From an optimization exercise on the open Yosys and OpenROAD flow, aimed at small area, a short achievable clock period and few clock cycles; shortcuts taken in it are not production practice.
The RTL was checked by simulation tests, not by an equivalence proof against the original design.

==> flow/design.v (outline; a module is shown in full before it is edited, if it fits) <==
// module mult: 2302 lines
// module mult_fa: 4 lines
// module mult_fa1: 4 lines
// module mult_ha: 4 lines
module mult #(parameter XLEN = 32, parameter NUM_STAGE = 4)
(
    input clock, reset,
    input start,
    input [1:0] sign,
    input [XLEN-1:0] mcand, mplier,
    output [(2*XLEN)-1:0] product,
    output logic done
);
  // ...
==> flow/flow/run.sh <==
#!/bin/bash
set -euo pipefail
bash standard.sh SETUP_SLACK_MARGIN=6.6 "BUFFER_PORTS_ARGS=-buffer_cell sky130_fd_sc_hd__buf_2" finish > flow_make.log 2>&1
==> flow/standard.sh <==
#!/bin/bash
# synth_recipe.tcl (not shown) runs the flow's synth.tcl, then flattens the netlist and writes it again
# the make line also repeats each setting of config.mk as NAME=value (left out here)
make -C /OpenROAD-flow-scripts/flow DESIGN_CONFIG=/design/flow/config.mk WORK_HOME=/design/flow/orfs CLKGATE_MAP_FILE= SYNTH_SCRIPT=/design/flow/synth_recipe.tcl "${@:-finish}"
==> flow/config.mk <==
export PLATFORM = sky130hd
export DESIGN_NAME = mult
export DESIGN_NICKNAME = mult
export VERILOG_FILES = /design/flow/design.v
export SDC_FILE = /design/flow/constraint.sdc
export NUM_CORES = 4
export LEC_CHECK = 0
export ABC_AREA = 1
export CAP_MARGIN = 20
export CORE_MARGIN = 2
export CORE_UTILIZATION = 40
export CTS_CLUSTER_DIAMETER = 100
export CTS_CLUSTER_SIZE = 20
export PLACE_DENSITY = 0.6
export SLEW_MARGIN = 20
export SYNTH_HIERARCHICAL = 1
==> flow/constraint.sdc <==
create_clock -name core_clock -period 10.0 [get_ports {clock}]
set_input_delay 2.0000 -clock core_clock [delete_from_list [all_inputs] [get_ports {clock}]]
set_output_delay 2.0000 -clock core_clock [all_outputs]
set_load 0.01 [all_outputs]
==> flow_summary.yaml, run 1 <==
route:
  post-route-drc-count: 0
  wl_met2_um: 45400
  wl_met1_um: 42200
  dr.pass1.iters: 7
  wirelength_um: 104000
outcome:
  status: "finished clean"
sta:
  hold-worst-slack_ns: 0.408
  drv_slew: 0
  finalSetupViolCount: 0
  skew_ns: 0.0363
logic_synthesis:
  async_reset_ff_share_pct: 0
  synth.avg_cell_area_um2: 10.1
  synth_most_common_cell: "xor2_1"
  synth-compound-area-share_pct: 11.0
  yosys-top-cells-count: "xor2_1, o22ai_1, fa_1, dfxtp_1, nand2_1"
  syn_inst: 3184
  synth_xor_xnor_area_share_pct: 17.0
finish:
  sh_seq_area_pct: 21.2
  n_all_inverters: 256
  fillers: 7611
  largest_register_ffs: 212
  diodes: 2
  final_cell_mix: "xor2_1, o22ai_1, fa_1"
  n_all_buffers: 211
critical_path:
  path_buf_inv: 1
  crit_top_cell: "fa_1"
  critPathLaunchType: "flop"
  cp.arrival_ns: 3.86
  required_ns: 10.46
floorplanning:
  fp-row-count: 103
  dieWidth_um: 287
cts:
  clock_latency_ns: 0.63
  clock_path_buffers: 3
  cts_max_level: 1
  cts_setup_buffers: 1
  cts_tree: "done"
  cts_buffers: 27
global_route:
  grt_use_met3_pct: 8.17
  grt-busiest-layer: "met2"
  first_global_vias: 24222
  met1_usage_pct: 33.7
  antenna_found_initial: 6
place:
  post-place-cells: 4111
Testbench counts, summed over its fixed seeds: cycles 7,056.
==> run 2: changes to the inputs <==
==> flow/flow/run.sh (replaced) <==
#!/bin/bash
set -euo pipefail
bash standard.sh SETUP_SLACK_MARGIN=6.6 "BUFFER_PORTS_ARGS=-buffer_cell sky130_fd_sc_hd__buf_1" finish > flow_make.log 2>&1
==> run 2 against run 1 <==
Effect of this change:
- cell count barely moved
- still clean on timing, DRC and antenna
- synthesized cell count did not move
- first-iteration DRC count fell by 5.2%
- routed wire length fell by 0.96%
- utilization barely moved
- worst setup slack improved by 0.015 ns
- die area did not move
- critical endpoint unchanged
- hold slack improved by 0.0041 ns
- global-route usage barely moved
- final area barely moved
==> flow_summary.yaml, run 2 <==
place:
  post-place-cells: 4106
  dp_hpwl_um: 69300
  gp_congestion: 0.890
  port_buffers: 133
finish:
  top_regs: "t4: 212 flops, p: 64 flops, nar: 33 flops"
  final_cell_mix: "xor2_1, o22ai_1, fa_1"
  drive_gt1_share_pct: 10.1
  largest-register: "t4"
  stdcell_count: 4156
  layout_commonest_cell: "xor2_1"
  synthToLayoutAreaGrowth_pct: 7.55
  final_nets: 3775
  largest_register_ffs: 212
sta:
  min_period_over_period_pct: 33.8
  max_freq_ghz: 0.296
  rsz0062_at_grt: "true"
  setup_tns_ns: 0
  drv_slew: 0
  finalSetupViolCount: 0
  final_hold_viol_count: 0
  maxSlewHeadroom_pct: 37.6
  fin_crit_ns: 3.38
  skew_ns: 0.0244
  worst_pin_slew_ns: 0.936
  hold-worst-slack_ns: 0.413
floorplanning:
  dieWidth_um: 287
  fp-row-count: 103
  start_util_pct: 40.5
  dieArea_mm2: 0.0824
  ios: 134
  die_h_um: 287
  core_area_mm2: 0.0791
cts:
  clock_path_buffers: 3
  clock_latency_ns: 0.62
  root_buffer: "clkbuf_16"
  clock_sinks: 362
  cts_buffers: 28
  clk_pin_slew_ns: 0.09
  ctsHoldBuffers: 0
  cts_max_level: 1
  cts_tree: "done"
global_route:
  grt_pass1_wl_um: 156000
  antenna_found_initial: 5
  grt_usage_pct: 25.2
  grt_overflow: 0
  grt_max_degree: 36
  first_global_vias: 24176
logic_synthesis:
  synth_fp_nets: 3867
  synth_top_flop_cell: "dfxtp_1"
  yosys.area.top_type: "fa_1"
  synth_cell_types: 28
  syn_inst: 3184
  yosysSeqAreaShare_pct: 22.6
  yosys_warnings: 7
  yosys-top-cells-count: "xor2_1, o22ai_1, fa_1, dfxtp_1, nand2_1"
  ys_seq_elements: 362
  async_reset_ff_share_pct: 0
  synth.avg_cell_area_um2: 10.1
  synth_edf_count: 0
  synth_top_area_share_pct: 31.3
  synth_area_leaders: "fa_1, dfxtp_1, xor2_1"
  syn_area_mm2: 0.0320
  synth_most_common_cell: "xor2_1"
route:
  vias_per_cell: 5.64
  vias: 23438
  wl_per_cell_um: 24.9
  ant_nets: 0
  drt_iter0_drc: 2597
  post-route-drc-count: 0
  dr.pass1.iters: 6
  wirelength_um: 103000
critical_path:
  cp_max_fo: 35
  ff2ff_setup_slack_ns: 6.62
  endpoint_kind: "flop"
  critPathLaunchType: "flop"
  required_ns: 10.46
  crit_type: "flop to flop"
  cp.arrival_ns: 3.84
worst_hold_path:
  hp-class: "flop to flop"
run:
  maxCapViolCount: 0
outcome:
  status: "finished clean"
## run 2: cell type report
| type | instances | area [µm²] |
|---|---|---|
| Tap cell | 1050 | 1310 |
| Sequential cell | 362 | 7320 |
| Clock buffer | 29 | 726 |
| Multi-Input combinational cell | 2236 | 22800 |
| Clock inverter | 12 | 214 |
| Inverter | 256 | 961 |
| Antenna cell | 3 | 7.51 |
| Timing Repair Buffer | 208 | 1130 |
| Fill cell | 7627 | 44700 |
## run 2: worst max-delay path, stage by stage (launching register included)
cell,delay (ns)
dfxtp_2,0.32
buf_4,0.56
xor2_1,0.27
fa_1,0.51
fa_1,0.61
fa_1,0.44
fa_1,0.50
## run 2: layer usage
metal / wire length [µm] / global-route usage, %
met5: 13 / 0
met4: 3900 / 9.60
met3: 11300 / 6.82
met2: 45200 / 37.9
met1: 43000 / 34.5
## run 2: final timing paths
check	cells past startpoint	to	startpoint
max	6	t4[125]	neg[3]
min	2	vld[2]	vld[1]
max reg2reg	6	t4[125]	neg[3]
min reg2reg	2	vld[2]	vld[1]
## run 2: cells by family (layout without fill, tap and decap cells)
kind of cell / count (synthesis) / after routing / share of synthesized area, %
adder cells (fa/ha/maj): 614 / 614 / 35.7
AO/OA/AOI/OAI: 571 / 571 / 11.0
AND/OR/NAND/NOR: 428 / 428 / 5.97
buffers and inverters: 586 / 505 / 7.66
flip-flops: 362 / 362 / 22.6
XOR/XNOR: 623 / 623 / 17.0
other: 0 / 3 / 0
## run 2: stage by stage
step           setup WS [ns]  utilization (%)  area (µm²)
3_3_place_gp            6.32             41.6       32900
4_1_cts                 6.54             43.0       34000
5_1_grt                 6.51             43.6       34500
3_5_place_dp            6.34             41.6       32900
6_report                6.62             43.6       34500
2_1_floorplan           6.97                -       32000
## run 2: what timing repair did
item | 4_1_cts | 5_1_grt
buffers inserted | 0 | 6
gates cloned | 0 | 0
pin swaps | 2 | 17
resized for setup | 38 | 84
setup endpoints to repair | 45 | 54
## run 2: Yosys stat by module (local to each module, per instance)
module | cells inside | area [µm²] | flip-flops and latches
mult_ha | 1 | 12.5 | 0
mult_fa | 1 | 20.0 | 0
mult | 2613 | 21800 | 362
mult_fa1 | 5 | 27.5 | 0
==> run 3: changes to the inputs <==
==> flow/flow/run.sh (replaced) <==
#!/bin/bash
set -euo pipefail
bash standard.sh SETUP_SLACK_MARGIN=6.7 "BUFFER_PORTS_ARGS=-buffer_cell sky130_fd_sc_hd__buf_1" finish > flow_make.log 2>&1
==> run 3 against run 2 <==
Effect of this change:
- count of clock-buffer cells in the layout did not move
- sequential cell count did not move
- critical path depth rose by 1
- sequential share of layout area fell by 0.51 points
- worst setup slack improved by 0.076 ns
- global-route usage rose by 0.084 points
- first-iteration DRC count fell by 0.69%
- synthesized cell count did not move
- still clean
- largest cell class unchanged
- maximum frequency rose by 2.3%
- hold slack barely moved
==> flow_summary.yaml, run 3 <==
logic_synthesis:
  synth_top_area_share_pct: 31.3
  synth_top_flop_cell: "dfxtp_1"
  async_reset_ff_share_pct: 0
  yosys-top-cells-count: "xor2_1, o22ai_1, fa_1, dfxtp_1, nand2_1"
  syn_area_mm2: 0.0320
  synth_area_leaders: "fa_1, dfxtp_1, xor2_1"
  synth_edf_count: 0
  ys_seq_elements: 362
  syn_inst: 3184
  synth_most_common_cell: "xor2_1"
  synth.avg_cell_area_um2: 10.1
  synth_cell_types: 28
  synth_fp_nets: 3867
  yosys_warnings: 7
  yosys.area.top_type: "fa_1"
  yosysSeqAreaShare_pct: 22.6
worst_hold_path:
  hp-class: "flop to flop"
route:
  post-route-drc-count: 0
  drt_iter0_drc: 2579
  wirelength_um: 105000
  vias: 23755
  wl_per_cell_um: 25.3
  vias_per_cell: 5.70
  ant_nets: 0
  dr.pass1.iters: 5
sta:
  final_hold_viol_count: 0
  setup_tns_ns: 0
  rsz0062_at_grt: "true"
  finalSetupViolCount: 0
  setup_ws_ns: 6.69
  fin_crit_ns: 3.31
  max_freq_ghz: 0.303
  worst_pin_slew_ns: 0.940
  maxSlewHeadroom_pct: 37.3
  skew_ns: 0.0261
  hold-worst-slack_ns: 0.413
  min_period_over_period_pct: 33.1
  drv_slew: 0
floorplanning:
  core_area_mm2: 0.0791
  die_h_um: 287
  fp-row-count: 103
  start_util_pct: 40.5
  ios: 134
  dieWidth_um: 287
  dieArea_mm2: 0.0824
finish:
  drive_gt1_share_pct: 13.5
  layout_commonest_cell: "xor2_1"
  largest_register_ffs: 212
  top_regs: "t4: 212 flops, p: 64 flops, nar: 33 flops"
  final_nets: 3791
  multiInputGateArea_mm2: 0.0233
  stdcell_count: 4169
  fillers: 7513
  final_cell_mix: "xor2_1, o22ai_1, fa_1"
  diodes: 0
  seq_area_mm2: 0.00733
  synthToLayoutAreaGrowth_pct: 10.3
  largest-register: "t4"
run:
  maxCapViolCount: 0
global_route:
  grt_pass1_wl_um: 156000
  antenna_found_initial: 5
  grt_max_degree: 36
  grt_overflow: 0
  grt_usage_pct: 25.3
  first_global_vias: 24305
place:
  dp_slack_ns: 6.34
  post-place-cells: 4106
  port_buffers: 133
  gp_congestion: 0.890
  dp_hpwl_um: 69300
cts:
  root_buffer: "clkbuf_16"
  ctsHoldBuffers: 0
  cts_max_level: 1
  cts_tree: "done"
  cts_buffers: 28
  clock_path_buffers: 3
  clock_sinks: 362
  clock_latency_ns: 0.62
  clk_pin_slew_ns: 0.09
critical_path:
  required_ns: 10.46
  critPathLaunchType: "flop"
  endpoint_kind: "flop"
  cp_max_fo: 33
  cp.arrival_ns: 3.76
  crit_type: "flop to flop"
outcome:
  status: "finished clean"
run 3: per-module statistics from Yosys, one instance, submodules excluded:
module / flip-flops and latches / cells inside
mult_fa: 0 / 1
mult_ha: 0 / 1
mult: 362 / 2613
mult_fa1: 0 / 5
run 3: worst paths after layout:
kind / from / endpoint / slack, ns / depth (start not counted)
min reg2reg: vld[1] / vld[2] / 0.41 / 2
max reg2reg: nar[16] / t4[125] / 6.69 / 7
max: nar[16] / t4[125] / 6.69 / 7
min: vld[1] / vld[2] / 0.41 / 2
run 3: layout make-up:
type	instances	share of cell area [%]
inverter	256	2.72
clock buffer	29	2.05
sequential	362	20.7
timing repair buffer	224	4.18
tap	1050	3.72
multi-input combinational	2236	66.0
clock inverter	12	0.605
run 3: cells by family (layout without fill, tap and decap cells):
kind of cell	count (synthesis)	after routing	share of synthesized area, %
xor+xnor	623	623	17.0
compound gates	571	571	11.0
fa+ha+maj	614	614	35.7
buf+inv	586	521	7.66
simple gates	428	428	5.97
flops	362	362	22.6
run 3: critical path, cell delays in order, from the launching register on:
cell     delay [ns]
dfxtp_1        0.31
buf_4          0.46
o22ai_1        0.16
xor2_1         0.19
fa_1           0.60
fa_1           0.45
fa_1           0.46
fa_1           0.49
run 3: layer usage:
| layer | global-route usage [%] | part of all wire (%) |
|---|---|---|
| met3 | 6.74 | 11 |
| met4 | 9.26 | 3.8 |
| met2 | 38.5 | 44 |
| met1 | 34.4 | 41 |
| met5 | 0 | 0.012 |
run 3: metrics by stage:
step                      util (%)  area (µm²)
after detailed placement      41.6       32900
after global placement        41.6       32900
after global routing          44.7       35400
final                         44.7       35400
after floorplan                  -       32000
after CTS                     43.5       34400
run 3: what timing repair did:
item	in CTS	in global routing
gates resized for setup	102	180
setup endpoints to repair	81	69
buffers inserted	4	18
pin swaps	13	79
==> run 4: changes to the inputs <==
==> flow/flow/run.sh (replaced) <==
#!/bin/bash
set -euo pipefail
bash standard.sh SETUP_SLACK_MARGIN=6.75 "BUFFER_PORTS_ARGS=-buffer_cell sky130_fd_sc_hd__buf_2" finish > flow_make.log 2>&1
==> run 4 against run 3 <==
Effect of this change:
- die area did not move
- worst setup slack better by 0.061 ns
- critical endpoint is now t4[121]
- critical path depth did not move
- synthesized cell count unchanged
- hold slack got worse by 0.0043 ns
- synthesized area did not move
- cell count grew 0.24%
- sequential share of layout area decreased by 0.19 points
- still clean on timing, DRC and antenna
- utilization is 0.38 points higher
- clock skew up 0.010 ns
- final area grew 0.85%
==> flow_summary.yaml, run 4 <==
outcome:
  status: "finished clean"
critical_path:
  slowest_delay_ns: 0.56
  endpoint_kind: "flop"
  crit_top_cell: "fa_1"
  slowest_stage: "fa_1"
  cp.arrival_ns: 3.69
  crit_type: "flop to flop"
  r2r_cells: 7
  r2r-end: "t4[121]"
  cp-startpoint: "nar[17]"
  cp_top_family: "adder cells"
  required_ns: 10.45
  crit_end: "t4[121]"
  path_buf_inv: 1
  critPathLaunchType: "flop"
  cp.depth: 7
  cp_cell_sequence: "buf_6 -> o22ai_1 -> xor2_1 -> fa_1 -> fa_1 -> fa_1 -> fa_1"
  regToRegStartpoint: "nar[17]"
  cp_max_fo: 33
  ff2ff_setup_slack_ns: 6.76
logic_synthesis:
  yosysSeqAreaShare_pct: 22.6
  ys_seq_elements: 362
  yosys.area.top_type: "fa_1"
  syn_area_mm2: 0.0320
  synth_cell_types: 28
  synth_top_area_share_pct: 31.3
  yosys_warnings: 7
  synth_edf_count: 0
  async_reset_ff_share_pct: 0
  synth_most_common_cell: "xor2_1"
  synth_area_leaders: "fa_1, dfxtp_1, xor2_1"
  synth.avg_cell_area_um2: 10.1
  syn_inst: 3184
  yosys-top-cells-count: "xor2_1, o22ai_1, fa_1, dfxtp_1, nand2_1"
  synth_top_flop_cell: "dfxtp_1"
  synth_fp_nets: 3867
finish:
  final_cell_mix: "xor2_1, o22ai_1, fa_1"
  stdcell_count: 4179
  layout_commonest_cell: "xor2_1"
  fillers: 7447
  largest_register_ffs: 212
  top_regs: "t4: 212 flops, p: 64 flops, nar: 33 flops"
  final_nets: 3802
  drive_gt1_share_pct: 18.2
  synthToLayoutAreaGrowth_pct: 11.3
  largest-register: "t4"
  final_util_pct: 45.1
floorplanning:
  start_util_pct: 40.5
  die_h_um: 287
  fp-row-count: 103
  dieArea_mm2: 0.0824
  core_area_mm2: 0.0791
  ios: 134
  dieWidth_um: 287
global_route:
  grt_max_degree: 36
  grt_usage_pct: 25.2
  grt_pass1_wl_um: 156000
  antenna_found_initial: 7
  first_global_vias: 24402
  grt_overflow: 0
sta:
  setup_tns_ns: 0
  min_period_over_period_pct: 32.4
  drv_slew: 0
  fin_crit_ns: 3.24
  final_hold_viol_count: 0
  skew_ns: 0.0365
  hold-worst-slack_ns: 0.408
  finalSetupViolCount: 0
  rsz0062_at_grt: "true"
  max_freq_ghz: 0.308
  worst_pin_slew_ns: 0.742
  maxSlewHeadroom_pct: 50.5
place:
  gp_congestion: 0.902
  dp_hpwl_um: 69500
  post-place-cells: 4111
  port_buffers: 133
route:
  wirelength_um: 106000
  ant_nets: 0
  dr.pass1.iters: 6
  vias_per_cell: 5.71
  vias: 23850
  post-route-drc-count: 0
  wl_per_cell_um: 25.4
  drt_iter0_drc: 2378
worst_hold_path:
  hp-class: "flop to flop"
  worstHoldPathCells: 2
cts:
  clock_latency_ns: 0.63
  cts_buffers: 27
  clock_sinks: 362
  ctsHoldBuffers: 0
  cts_max_level: 1
  cts_tree: "done"
  clk_pin_slew_ns: 0.09
  root_buffer: "clkbuf_16"
  clock_path_buffers: 3
run:
  maxCapViolCount: 0
-- run 4: cell counts after synthesis --
Identical to the previous run, type by type.
-- run 4: Yosys stat by module, one instance, submodules excluded --
module    times used  cell area [µm²]  flip-flops and latches
mult_ha           39             12.5                       0
mult               1            21800                     362
mult_fa1          12             27.5                       0
mult_fa          472             20.0                       0
-- run 4: per-layer routing --
| layer | up-vias | GRT usage [%] | part of all wire (%) |
|---|---|---|---|
| met5 | - | 0.116 | 0.027 |
| met3 | 334 | 7.82 | 12 |
| met1 | 11810 | 34.0 | 40 |
| met4 | 6 | 10.6 | 4.3 |
| met2 | 1556 | 37.4 | 43 |
| li1 | 10144 | - | - |
-- run 4: cell type report --
cell class	count	area, µm²	share of cell area, %
clock buffer	28	679	1.91
tap	1050	1310	3.68
antenna	1	2.50	0.00702
inverter	256	966	2.71
sequential	362	7320	20.5
timing repair buffer	236	1840	5.15
multi-input combinational	2236	23400	65.6
clock inverter	10	159	0.446
-- run 4: worst reg2reg max path, stage by stage, from the launching register on --
cell     delay, ns
dfxtp_1       0.34
buf_6         0.34
o22ai_1       0.20
xor2_1        0.18
fa_1          0.50
fa_1          0.56
fa_1          0.44
fa_1          0.52
-- run 4: timing repair --
item | 4_1_cts | 5_1_grt
resized for setup | 154 | 160
endpoints found under the setup margin | 97 | 64
buffers inserted | 10 | 19
pin swaps | 29 | 54
-- run 4: how the worst min path moves through the flow --
stage                 from      to
floorplan           neg[3]  t4[14]
global placement    vld[0]  vld[1]
detailed placement  vld[0]  vld[1]
CTS                 vld[0]  vld[1]
global route        vld[1]  vld[2]
finish              vld[0]  vld[1]
-- run 4: cells by family (layout without fill, tap and decap cells) --
kind of cell    count (synthesis)  count (layout)  synth area share, %
compound gates                571             571                 11.0
xor+xnor                      623             623                 17.0
fa+ha+maj                     614             614                 35.7
buf+inv                       586             530                 7.66
flops                         362             362                 22.6
other cells                     0               1                    0
simple gates                  428             428                 5.97
-- run 4: metrics by stage --
stage	setup WS, ns	instance area [µm²]
after global placement	6.33	33100
after floorplan	6.97	32000
after global routing	6.66	35700
after detailed placement	6.32	33100
final	6.76	35700
after CTS	6.72	34700

separate check: timing with driven ports:
How much do the figures lean on ideal ports? The routed layouts below were timed once more, with nothing changed but the port constraints. Step 1 (the two cells are an assumption about what drives the block):
set clk [get_ports {clock}]
set_driving_cell -lib_cell sky130_fd_sc_hd__clkbuf_16 $clk
set_driving_cell -lib_cell sky130_fd_sc_hd__buf_2 [delete_from_list [all_inputs] $clk]
Step 2, shift: input delay + t, output delay - t, t = (earliest + latest rising clock arrival at the registers) / 2. This alone moves slack from input paths to output paths. Three values: no drivers, after step 1, after step 2; two values: the first two.
run	t (ns)	setup slack, ns	worst setup path after step 2	worst slew at a driven data input, ns	cell pins on the clock port's net
run 1	0.676	6.603 / 6.603 / 6.603	register to register	0.09	1
run 2	0.673	6.619 / 6.619 / 6.619	register to register	0.08	1
run 3	0.671	6.695 / 6.695 / 6.695	register to register	0.08	1
run 4	0.673	6.755 / 6.755 / 6.755	register to register	0.09	1
After both steps setup and hold are still met in every run listed.
